Context: an optimization exercise on an open-source flow, tuned for small area. The choices shown serve that exercise and are no tape-out recipe.
The RTL was checked by simulation tests, not by an equivalence proof against the original design.
The flow treats the clock pin as an ideal source, which a real chip does not have.
Power is estimated from default activity; no workload was simulated.

==> inputs of wip/umber <==
==> flow/design.v (excerpt) <==
module lcd114_test(
	input clk,
	input resetn,
	output lcd_resetn,
	output lcd_cs,
	output lcd_rs,
	output lcd_data,
	output lcd_bl
);
==> module lcd114_test, before the edit <==
module lcd114_test(
	input clk,
	input resetn,
	output lcd_resetn,
	output lcd_cs,
	output lcd_rs,
	output lcd_data,
	output lcd_bl
);
assign lcd_bl = 1'b1;
reg [4:0] b;
reg [14:0] n;
wire [6:0] a = n[6:0];
reg [8:0] ent;
always @* begin
	case (a)
		7'd14: ent = 9'h036;
		7'd15: ent = 9'h170;
		7'd16: ent = 9'h03a;
		7'd17: ent = 9'h105;
		7'd18: ent = 9'h0b2;
		7'd19: ent = 9'h10c;
		7'd20: ent = 9'h10c;
		7'd21: ent = 9'h100;
		7'd22: ent = 9'h133;
		7'd23: ent = 9'h133;
		7'd24: ent = 9'h0b7;
		7'd25: ent = 9'h135;
		7'd26: ent = 9'h0bb;
		7'd27: ent = 9'h119;
		7'd28: ent = 9'h0c0;
		7'd29: ent = 9'h12c;
		7'd30: ent = 9'h0c2;
		7'd31: ent = 9'h101;
		7'd32: ent = 9'h0c3;
		7'd33: ent = 9'h112;
		7'd34: ent = 9'h0c4;
		7'd35: ent = 9'h120;
		7'd36: ent = 9'h0c6;
		7'd37: ent = 9'h10f;
		7'd38: ent = 9'h0d0;
		7'd39: ent = 9'h1a4;
		7'd40: ent = 9'h1a1;
		7'd41: ent = 9'h0e0;
		7'd42: ent = 9'h1d0;
		7'd43: ent = 9'h104;
		7'd44: ent = 9'h10d;
		7'd45: ent = 9'h111;
		7'd46: ent = 9'h113;
		7'd47: ent = 9'h12b;
		7'd48: ent = 9'h13f;
		7'd49: ent = 9'h154;
		7'd50: ent = 9'h14c;
		7'd51: ent = 9'h118;
		7'd52: ent = 9'h10d;
		7'd53: ent = 9'h10b;
		7'd54: ent = 9'h11f;
		7'd55: ent = 9'h123;
		7'd56: ent = 9'h0e1;
		7'd57: ent = 9'h1d0;
		7'd58: ent = 9'h104;
		7'd59: ent = 9'h10c;
		7'd60: ent = 9'h111;
		7'd61: ent = 9'h113;
		7'd62: ent = 9'h12c;
		7'd63: ent = 9'h13f;
		7'd64: ent = 9'h144;
		7'd65: ent = 9'h151;
		7'd66: ent = 9'h12f;
		7'd67: ent = 9'h11f;
		7'd68: ent = 9'h11f;
		7'd69: ent = 9'h120;
		7'd70: ent = 9'h123;
		7'd71: ent = 9'h021;
		7'd72: ent = 9'h029;
		7'd73: ent = 9'h02a;
		7'd74: ent = 9'h100;
		7'd75: ent = 9'h128;
		7'd76: ent = 9'h101;
		7'd77: ent = 9'h117;
		7'd78: ent = 9'h02b;
		7'd79: ent = 9'h100;
		7'd80: ent = 9'h135;
		7'd81: ent = 9'h100;
		7'd82: ent = 9'h1bb;
		7'd83: ent = 9'h02c;
		7'd9: ent = 9'h002;
		7'd10: ent = 9'h040;
		default: ent = 9'h000;
	endcase
end
wire pix = (n >= 15'd84);
wire wake = (a == 7'd9 && b >= 5'd3) || (a == 7'd10 && b <= 5'd1);
wire cmd = (a >= 7'd14) && !b[3];
wire done = (n == 15'd32484);
wire blue = (n < 15'd10884);
wire red = (n >= 15'd21684);
wire pdat = blue ? (b >= 5'd12) : red ? (b <= 5'd5) : (b >= 5'd6 && b <= 5'd11);
assign lcd_cs = pix ? (b == 5'd0 || done) : !(wake | cmd);
assign lcd_rs = pix | ent[8];
assign lcd_data = pix ? pdat : ent[~b[2:0]];
assign lcd_resetn = pix | (a > 7'd3) | (a == 7'd3 && b != 5'd0);
wire wrap = pix ? b[4] : b[3];
always @(posedge clk or negedge resetn) begin
	if (!resetn) begin
		b <= 5'd0;
		n <= 15'd0;
	end else begin
		if (wrap) b <= 5'd0;
		else b <= b + 5'd1;
		if (wrap && !done) n <= n + 15'd1;
	end
end
endmodule
Settings: LEC_CHECK=0, CAP_MARGIN=20, CORE_MARGIN=2, CORE_UTILIZATION=45, PLACE_DENSITY=0.6, SLEW_MARGIN=20; clock period 10.0 ns.
standard.sh (not shown) runs the stock make flow with config.mk's settings and CLKGATE_MAP_FILE= SYNTH_SCRIPT=/design/flow/synth_recipe.tcl, a recipe that flattens the netlist after the stock synthesis.
==> flow/flow/run.sh <==
#!/bin/bash
# Own flow: the standard synthesis, then an area-oriented re-synthesis of the
# combinational logic only (registers kept as they are: same names, same cells),
# then the standard layout from floorplan to finish.
set -euo pipefail
W=$PWD
R=$W/orfs/results/$FLOW_PLATFORM/lcd114_test/base
LIB=$FLOW_HOME/platforms/$FLOW_PLATFORM/lib/sky130_fd_sc_hd__tt_025C_1v80.lib
YOSYS=$(command -v yosys || echo $FLOW_HOME/../tools/install/yosys/bin/yosys)
NJ=${NUM_CORES:-4}

bash standard.sh synth > $W/log_1_synth_std.txt 2>&1
cp $R/1_2_yosys.v $W/netlist_std.v

# re-synthesis: ABC's deepsyn with several seeds, keep the smallest netlist
mkdir -p $W/reopt
run_seed() {
  local s=$1 v=${1%%_*} seed=${1##*_}
  sed -e "s#@SEED@#$seed#" flow/reopt_$v.abc > $W/reopt/s$s.abc
  sed -e "s#@LIB@#$LIB#g" -e "s#@IN@#$W/netlist_std.v#" -e "s#@OUT@#$W/reopt/s$s.v#" \
      -e "s#@SCRIPT@#$W/reopt/s$s.abc#" -e "s#@STAT@#$W/reopt/s$s.stat#" \
      flow/reopt.ys > $W/reopt/s$s.ys
  $YOSYS -s $W/reopt/s$s.ys > $W/reopt/log_yosys_s$s.txt 2>&1 || true
}
SEEDS=""
for v in $(cat flow/variants.txt); do for s in $(cat flow/seeds.txt); do SEEDS="$SEEDS ${v}_$s"; done; done
i=0
for s in $SEEDS; do
  run_seed $s &
  i=$((i+1))
  if (( i % NJ == 0 )); then wait; fi
done
wait
best=""; barea=""
for s in $SEEDS; do
  a=$(grep -s "Chip area" $W/reopt/s$s.stat | awk '{print $NF}' || true)
  [[ -n "$a" && -s $W/reopt/s$s.v ]] || continue
  echo "seed $s area $a" >> $W/reopt/areas.txt
  if [[ -z "$best" ]] || awk "BEGIN{exit !($a < $barea)}"; then best=$s; barea=$a; fi
done
echo "best seed $best area $barea" >> $W/reopt/areas.txt
if [[ -n "$best" ]]; then
  cp $W/reopt/s$best.v $R/1_2_yosys.v
  rm -f $R/1_synth.odb $R/1_synth.sdc
fi

# port buffers: the smallest buffer (repair may still upsize it)
EXTRA=("BUFFER_PORTS_ARGS=-buffer_cell sky130_fd_sc_hd__buf_1")
# clock tree: one clock buffer (flow/one_clkbuf.tcl, run before CTS) drives every register;
# CTS is then given only the port's net, which has that one sink, so it adds nothing
if [[ -s flow/one_clkbuf.tcl ]]; then
  EXTRA+=("PRE_CTS_TCL=$W/flow/one_clkbuf.tcl" "CTS_ARGS=-clk_nets clk")
elif [[ -s flow/cts_args.txt ]]; then
  EXTRA+=("CTS_ARGS=$(tr '\n' ' ' < flow/cts_args.txt)")
fi
bash standard.sh "${EXTRA[@]}" finish > $W/log_2_layout.txt 2>&1
==> flow/flow/reopt_a.abc <==
&get -n
&st
&deepsyn -T 90 -S @SEED@
&put
dch
map -a
topo
==> flow/flow/reopt_b.abc <==
&get -n
&st
&deepsyn -T 90 -S @SEED@
&if -K 4 -a
&satlut
&st
&if -K 4 -a
&satlut
&st
&put
dch
map -a
topo
==> flow/flow/variants.txt <==
a b
Other scripts of this flow, unchanged in this note and not shown: flow/flow/one_clkbuf.tcl, flow/flow/reopt.ys, flow/flow/seeds.txt
==> inputs of wip/zinc, as changes to wip/umber <==
==> flow/design.v (replaced) <==
module lcd114_test(
	input clk,
	input resetn,
	output lcd_resetn,
	output lcd_cs,
	output lcd_rs,
	output lcd_data,
	output lcd_bl
);
assign lcd_bl = 1'b1;
reg [4:0] b;
reg [14:0] n;
wire [6:0] a = n[6:0];
reg [8:0] ent;
always @* begin
	case (a)
		7'd42: ent = 9'h036;
		7'd43: ent = 9'h170;
		7'd44: ent = 9'h03a;
		7'd45: ent = 9'h105;
		7'd46: ent = 9'h0b2;
		7'd47: ent = 9'h10c;
		7'd48: ent = 9'h10c;
		7'd49: ent = 9'h100;
		7'd50: ent = 9'h133;
		7'd51: ent = 9'h133;
		7'd52: ent = 9'h0b7;
		7'd53: ent = 9'h135;
		7'd54: ent = 9'h0bb;
		7'd55: ent = 9'h119;
		7'd56: ent = 9'h0c0;
		7'd57: ent = 9'h12c;
		7'd58: ent = 9'h0c2;
		7'd59: ent = 9'h101;
		7'd60: ent = 9'h0c3;
		7'd61: ent = 9'h112;
		7'd62: ent = 9'h0c4;
		7'd63: ent = 9'h120;
		7'd64: ent = 9'h0c6;
		7'd65: ent = 9'h10f;
		7'd66: ent = 9'h0d0;
		7'd67: ent = 9'h1a4;
		7'd68: ent = 9'h1a1;
		7'd69: ent = 9'h0e0;
		7'd70: ent = 9'h1d0;
		7'd71: ent = 9'h104;
		7'd72: ent = 9'h10d;
		7'd73: ent = 9'h111;
		7'd74: ent = 9'h113;
		7'd75: ent = 9'h12b;
		7'd76: ent = 9'h13f;
		7'd77: ent = 9'h154;
		7'd78: ent = 9'h14c;
		7'd79: ent = 9'h118;
		7'd80: ent = 9'h10d;
		7'd81: ent = 9'h10b;
		7'd82: ent = 9'h11f;
		7'd83: ent = 9'h123;
		7'd84: ent = 9'h0e1;
		7'd85: ent = 9'h1d0;
		7'd86: ent = 9'h104;
		7'd87: ent = 9'h10c;
		7'd88: ent = 9'h111;
		7'd89: ent = 9'h113;
		7'd90: ent = 9'h12c;
		7'd91: ent = 9'h13f;
		7'd92: ent = 9'h144;
		7'd93: ent = 9'h151;
		7'd94: ent = 9'h12f;
		7'd95: ent = 9'h11f;
		7'd96: ent = 9'h11f;
		7'd97: ent = 9'h120;
		7'd98: ent = 9'h123;
		7'd99: ent = 9'h021;
		7'd100: ent = 9'h029;
		7'd101: ent = 9'h02a;
		7'd102: ent = 9'h100;
		7'd103: ent = 9'h128;
		7'd104: ent = 9'h101;
		7'd105: ent = 9'h117;
		7'd106: ent = 9'h02b;
		7'd107: ent = 9'h100;
		7'd108: ent = 9'h135;
		7'd109: ent = 9'h100;
		7'd110: ent = 9'h1bb;
		7'd111: ent = 9'h02c;
		7'd37: ent = 9'h002;
		7'd38: ent = 9'h040;
		default: ent = 9'h000;
	endcase
end
wire pix = (n >= 15'd112);
wire wake = (a == 7'd37 && b >= 5'd3) || (a == 7'd38 && b <= 5'd1);
wire cmd = (a >= 7'd42) && !b[3];
wire done = (n == 15'd32512);
wire blue = (n < 15'd10912);
wire red = (n >= 15'd21712);
wire pdat = blue ? (b >= 5'd12) : red ? (b <= 5'd5) : (b >= 5'd6 && b <= 5'd11);
assign lcd_cs = pix ? (b == 5'd0 || done) : !(wake | cmd);
assign lcd_rs = pix | ent[8];
assign lcd_data = pix ? pdat : ent[~b[2:0]];
assign lcd_resetn = pix | (a > 7'd31) | (a == 7'd31 && b != 5'd0);
wire wrap = pix ? b[4] : b[3];
always @(posedge clk or negedge resetn) begin
	if (!resetn) begin
		b <= 5'd0;
		n <= 15'd28;
	end else begin
		if (wrap) b <= 5'd0;
		else b <= b + 5'd1;
		if (wrap && !done) n <= n + 15'd1;
	end
end
endmodule
--- a/flow/flow/run.sh
+++ b/flow/flow/run.sh
@@ -15,15 +15,14 @@
 # re-synthesis: ABC's deepsyn with several seeds, keep the smallest netlist
 mkdir -p $W/reopt
 run_seed() {
-  local s=$1 v=${1%%_*} seed=${1##*_}
-  sed -e "s#@SEED@#$seed#" flow/reopt_$v.abc > $W/reopt/s$s.abc
+  local s=$1
+  sed -e "s#@SEED@#$s#" flow/reopt.abc > $W/reopt/s$s.abc
   sed -e "s#@LIB@#$LIB#g" -e "s#@IN@#$W/netlist_std.v#" -e "s#@OUT@#$W/reopt/s$s.v#" \
       -e "s#@SCRIPT@#$W/reopt/s$s.abc#" -e "s#@STAT@#$W/reopt/s$s.stat#" \
       flow/reopt.ys > $W/reopt/s$s.ys
   $YOSYS -s $W/reopt/s$s.ys > $W/reopt/log_yosys_s$s.txt 2>&1 || true
 }
-SEEDS=""
-for v in $(cat flow/variants.txt); do for s in $(cat flow/seeds.txt); do SEEDS="$SEEDS ${v}_$s"; done; done
+SEEDS=$(cat flow/seeds.txt)
 i=0
 for s in $SEEDS; do
   run_seed $s &
==> flow/flow/reopt.abc (new file) <==
&get -n
&st
&deepsyn -T 60 -S @SEED@
&put
dch
map -a
topo
--- a/flow/config.mk
+++ b/flow/config.mk
@@ -7,6 +7,6 @@
 export LEC_CHECK = 0
 export CAP_MARGIN = 20
 export CORE_MARGIN = 2
-export CORE_UTILIZATION = 45
+export CORE_UTILIZATION = 55
 export PLACE_DENSITY = 0.6
 export SLEW_MARGIN = 20
removed: flow/flow/reopt_a.abc
removed: flow/flow/reopt_b.abc
removed: flow/flow/variants.txt
==> comparison table <==
metric                                                                              wip/zinc                  wip/umber
Worst path most repeated cell                                       sky130_fd_sc_hd__a21oi_1  sky130_fd_sc_hd__clkinv_1
Met3 wire length                                                                      608 um                     415 um
Mapped Nets                                                                              264                        258
Final worst slack                                                                    4.87 ns                    4.61 ns
All-layer global routing usage                                                         29.6%                      25.9%
Number of buffer and inverter stages on the critical path                                  2                          4
Clock latency of the later-clocked register in the worst-skew pair                   0.14 ns                    0.15 ns
Worst EP arrival                                                                     3.13 ns                    3.39 ns
Net load switching power                                                           0.0202 mW                  0.0236 mW
Number of nets in the finished design                                                    272                        267
Static power due to leakage                                                         0.659 nW                   0.676 nW
Reg2reg end                                                                             n[6]                      n[14]
Clock slew seen by the registers of the worst setup and hold paths                   0.08 ns                    0.09 ns
Num tapcells                                                                              31                         46
Cell count after synthesis                                                               262                        256
Clock-net power                                                                    0.0367 mW                  0.0400 mW
Power per cell area                                                             69.2 nW/um^2               70.9 nW/um^2
Post-synthesis instance area                                                       1640 um^2                  1630 um^2
Sequential portion of the cell area                                                    29.2%                      28.8%
Avg Inst Size Synth                                                                6.26 um^2                  6.35 um^2
Global-route wire length before repair                                               8090 um                    8550 um
Layout cells sized above 1                                                             1.87%                      1.90%
Run status                                                  no timing/DRC/antenna violations  no timing/DRC/antenna violations
Signal inverters                                                                          38                         35

## re-timing with driven ports
The flow's constraints put no driver on any port. The routed layouts listed below were extracted and timed again, unchanged, in two steps.
Step 1 sets driving cells, clkbuf_16 on the clock port and buf_2 on the other inputs (assumed; they add their load-dependent delay and slew).
Step 2, shift: input delay + t, output delay - t, t = (earliest + latest rising clock arrival at the registers) / 2. This alone moves slack from input paths to output paths.
Slacks: ideal / step 1 / step 2; pairs: ideal / step 1.
run	t (ns)	setup slack, ns	slew at the worst register clock pin (ns)	worst slew at a driven data input, ns
wip/umber	0.178	4.611 / 4.581 / 4.760	0.09 / 0.09	0.03
wip/zinc	0.168	4.874 / 4.847 / 5.014	0.08 / 0.08	0.03
After both steps setup and hold are still met in every run listed.
